This is an optimization exercise on Yosys and OpenROAD, whose aim is small area and a short achievable clock period, not a production implementation.

==> job 929 <==
Design fft_butterfly, start of the top module:
module fft_butterfly(clk, rst, in_valid, k,
                     ar, ai, br, bi,
                     out_valid, y0r, y0i, y1r, y1i);
   input                clk, rst, in_valid;
   input        [8:0]   k;
   input        [17:0]  ar, ai, br, bi;
   output reg           out_valid;
   output reg   [17:0]  y0r, y0i, y1r, y1i;
   reg v1;
   reg v2;
   reg v3;
   reg q1_n1;
   reg q1_n2;
   reg q1_n3;
   reg q1_n4;
   reg q1_n5;
   reg q1_n6;
   reg q1_n7;
   reg q1_n8;
   reg q1_n9;
   reg q1_n10;
   reg q1_n11;
   reg q2_n38;
   reg q2_n36;
   reg q1_br_0;
   reg q2_br_0;
   reg q1_br_1;
   reg q2_br_1;
   reg q2_n37;
   reg q1_br_2;
   reg q2_br_2;
   reg q1_br_3;
   reg q2_br_3;
   reg q1_br_4;
   reg q2_br_4;
   reg q1_br_5;
   reg q2_br_5;
   reg q1_br_6;
   reg q2_br_6;
   reg q1_br_7;
   reg q2_br_7;
   reg q1_br_8;
   reg q2_br_8;
   reg q1_br_9;
   reg q2_br_9;
   reg q1_br_10;
   reg q2_br_10;
   reg q1_br_11;
   reg q2_br_11;
   reg q1_br_12;
   reg q2_br_12;
   reg q1_br_13;
   reg q2_br_13;
   reg q1_br_14;
   reg q2_br_14;
   reg q1_br_15;
   reg q2_br_15;
   reg q1_br_16;
   reg q2_br_16;
   reg q1_br_17;
   reg q2_br_17;
   reg q2_n41;
   reg q2_n39;
   reg q2_n40;
   reg q2_n44;
   reg q2_n42;
   reg q2_n43;
   reg q2_n47;
   reg q2_n45;
   reg q2_n46;
   reg q2_n50;
  ...
==> flow/config.mk <==
export PLATFORM = sky130hd
export DESIGN_NAME = fft_butterfly
export DESIGN_NICKNAME = fft_butterfly
export VERILOG_FILES = /design/flow/design.v
export SDC_FILE = /design/flow/constraint.sdc
export NUM_CORES = 4
export LEC_CHECK = 0
export ABC_AREA = 1
export CAP_MARGIN = 50
export CORE_MARGIN = 2
export CORE_UTILIZATION = 60
export CTS_BUF_LIST = sky130_fd_sc_hd__clkbuf_4 sky130_fd_sc_hd__clkbuf_8
export PLACE_DENSITY = 0.72
export SLEW_MARGIN = 70
export SYNTH_HIERARCHICAL = 1
export SYNTH_MEMORY_MAX_BITS = 32768
==> flow/constraint.sdc <==
create_clock -name core_clock -period 10.0 [get_ports {clk}]
set_input_delay 2.0000 -clock core_clock [delete_from_list [all_inputs] [get_ports {clk}]]
set_output_delay 2.0000 -clock core_clock [all_outputs]
set_load 0.01 [all_outputs]
standard.sh (not shown) runs the stock make flow with config.mk's settings and CLKGATE_MAP_FILE= SYNTH_SCRIPT=/design/flow/synth_recipe.tcl, a recipe that flattens the netlist after the stock synthesis.
==> flow/flow/run.sh <==
#!/bin/bash
# Layout flow: the standard ORFS flow (standard.sh, unchanged synthesis),
# with two changes to how the layout is made:
#  - the port buffers are sky130_fd_sc_hd__buf_1 cells instead of the delay
#    buffers buffer_ports picks by default (every port still gets a buffer);
#  - ORFS's repair_timing steps aim at a setup margin of SETUP_MARGIN ns below
#    the 10 ns clock, so they size up the slowest paths.
# The clock period and constraints are the design's. Each tool's output goes
# to flow.log here; ORFS keeps its per-step logs under orfs/logs/.
set -euo pipefail
cd "$(dirname "$0")/.."
SETUP_MARGIN=$(cat flow/setup_margin.txt)
bash standard.sh "BUFFER_PORTS_ARGS=-buffer_cell sky130_fd_sc_hd__buf_1" \
  "SETUP_SLACK_MARGIN=$SETUP_MARGIN" finish > flow.log 2>&1
==> flow/flow/setup_margin.txt <==
6.4
==> job 9620: changes against job 929 <==
--- a/flow/config.mk
+++ b/flow/config.mk
@@ -10,6 +10,8 @@
 export CORE_MARGIN = 2
 export CORE_UTILIZATION = 60
 export CTS_BUF_LIST = sky130_fd_sc_hd__clkbuf_4 sky130_fd_sc_hd__clkbuf_8
+export CTS_CLUSTER_DIAMETER = 60
+export CTS_CLUSTER_SIZE = 14
 export PLACE_DENSITY = 0.72
 export SLEW_MARGIN = 70
 export SYNTH_HIERARCHICAL = 1
==> job 9797: changes against job 929 <==
==> flow/flow/run.sh (replaced) <==
#!/bin/bash
# Layout flow: the standard ORFS flow (standard.sh, unchanged synthesis),
# with two changes to how the layout is made:
#  - the port buffers are sky130_fd_sc_hd__buf_2 cells instead of the delay
#    buffers buffer_ports picks by default (every port still gets a buffer);
#  - ORFS's repair_timing steps aim at a setup margin of SETUP_MARGIN ns below
#    the 10 ns clock, so they size up the slowest paths.
# The clock period and constraints are the design's. Each tool's output goes
# to flow.log here; ORFS keeps its per-step logs under orfs/logs/.
set -euo pipefail
cd "$(dirname "$0")/.."
SETUP_MARGIN=$(cat flow/setup_margin.txt)
bash standard.sh "BUFFER_PORTS_ARGS=-buffer_cell sky130_fd_sc_hd__buf_2" \
  "SETUP_SLACK_MARGIN=$SETUP_MARGIN" finish > flow.log 2>&1
--- a/flow/config.mk
+++ b/flow/config.mk
@@ -8,9 +8,9 @@
 export ABC_AREA = 1
 export CAP_MARGIN = 50
 export CORE_MARGIN = 2
-export CORE_UTILIZATION = 60
+export CORE_UTILIZATION = 55
 export CTS_BUF_LIST = sky130_fd_sc_hd__clkbuf_4 sky130_fd_sc_hd__clkbuf_8
-export PLACE_DENSITY = 0.72
+export PLACE_DENSITY = 0.7
 export SLEW_MARGIN = 70
 export SYNTH_HIERARCHICAL = 1
 export SYNTH_MEMORY_MAX_BITS = 32768
==> comparison <==
First-iteration DRC count, highest first: job 9797, job 929, job 9620. Sequential share of layout area, lowest first: job 9797, job 929, job 9620. Against job 9797, the global-route usage of job 929 is higher by 3.1 points. Between job 9797 and job 9620, the lower register-to-register slack is in job 9620 (gap 80 ps). Of job 929 and job 9797, job 9797 has the higher fmax (gap about 1.6%, measured against job 9797).
==> figures <==
Critical register-to-register path endpoint: job 929 q3_n1354; job 9620 q3_n1354; job 9797 q3_n1394
CP Capture Point: job 929 q3_n1354; job 9620 q3_n1354; job 9797 q3_n1394
Placed insts: job 929 3892; job 9620 3892; job 9797 3968
Mean number of vias per cell: job 929 6.33; job 9620 6.35; job 9797 6.24
Run status: job 929 timing/DRC/antenna clean; job 9620 timing/DRC/antenna clean; job 9797 timing/DRC/antenna clean
Clk cell area share: job 929 4.35%; job 9620 1.99%; job 9797 4.28%
Largest fanout of any net on the critical path: job 929 33; job 9620 33; job 9797 16
Die Y: job 929 232 microns; job 9620 232 microns; job 9797 242 microns
End point of the worst hold path: job 929 q3_ai_0; job 9620 q2_bi_0; job 9797 q3_ai_13
Startpoint of the worst register-to-register path: job 929 q2_n69; job 9620 q2_n51; job 9797 q2_n69
No run of this note included a check of the RTL's function; only the layout flow was run.

re-timing with driven ports:
The flow's constraints put no driver on any port. The routed layouts listed below were extracted and timed again, unchanged, in two steps. Step 1 assumes that a clkbuf_16 drives the clock port and a buf_2 every other input. Step 2, shift: input delay + t, output delay - t, t = (earliest + latest rising clock arrival at the registers) / 2. This alone moves slack from input paths to output paths. a / b / c = ideal / step 1 / step 2; a / b = the first two.
run | shift t [ns] | slack for setup (ns) | clock arrival spread, ns | worst data-port slew with drivers (ns)
job 929 | 0.734 | 6.340 / 6.340 / 6.340 | 0.085 / 0.085 | 0.04
job 9620 | 0.705 | 6.319 / 6.319 / 6.319 | 0.042 / 0.041 | 0.04
job 9797 | 0.732 | 6.398 / 6.398 / 6.398 | 0.041 / 0.041 | 0.04
After both steps setup and hold are still met in every run listed.
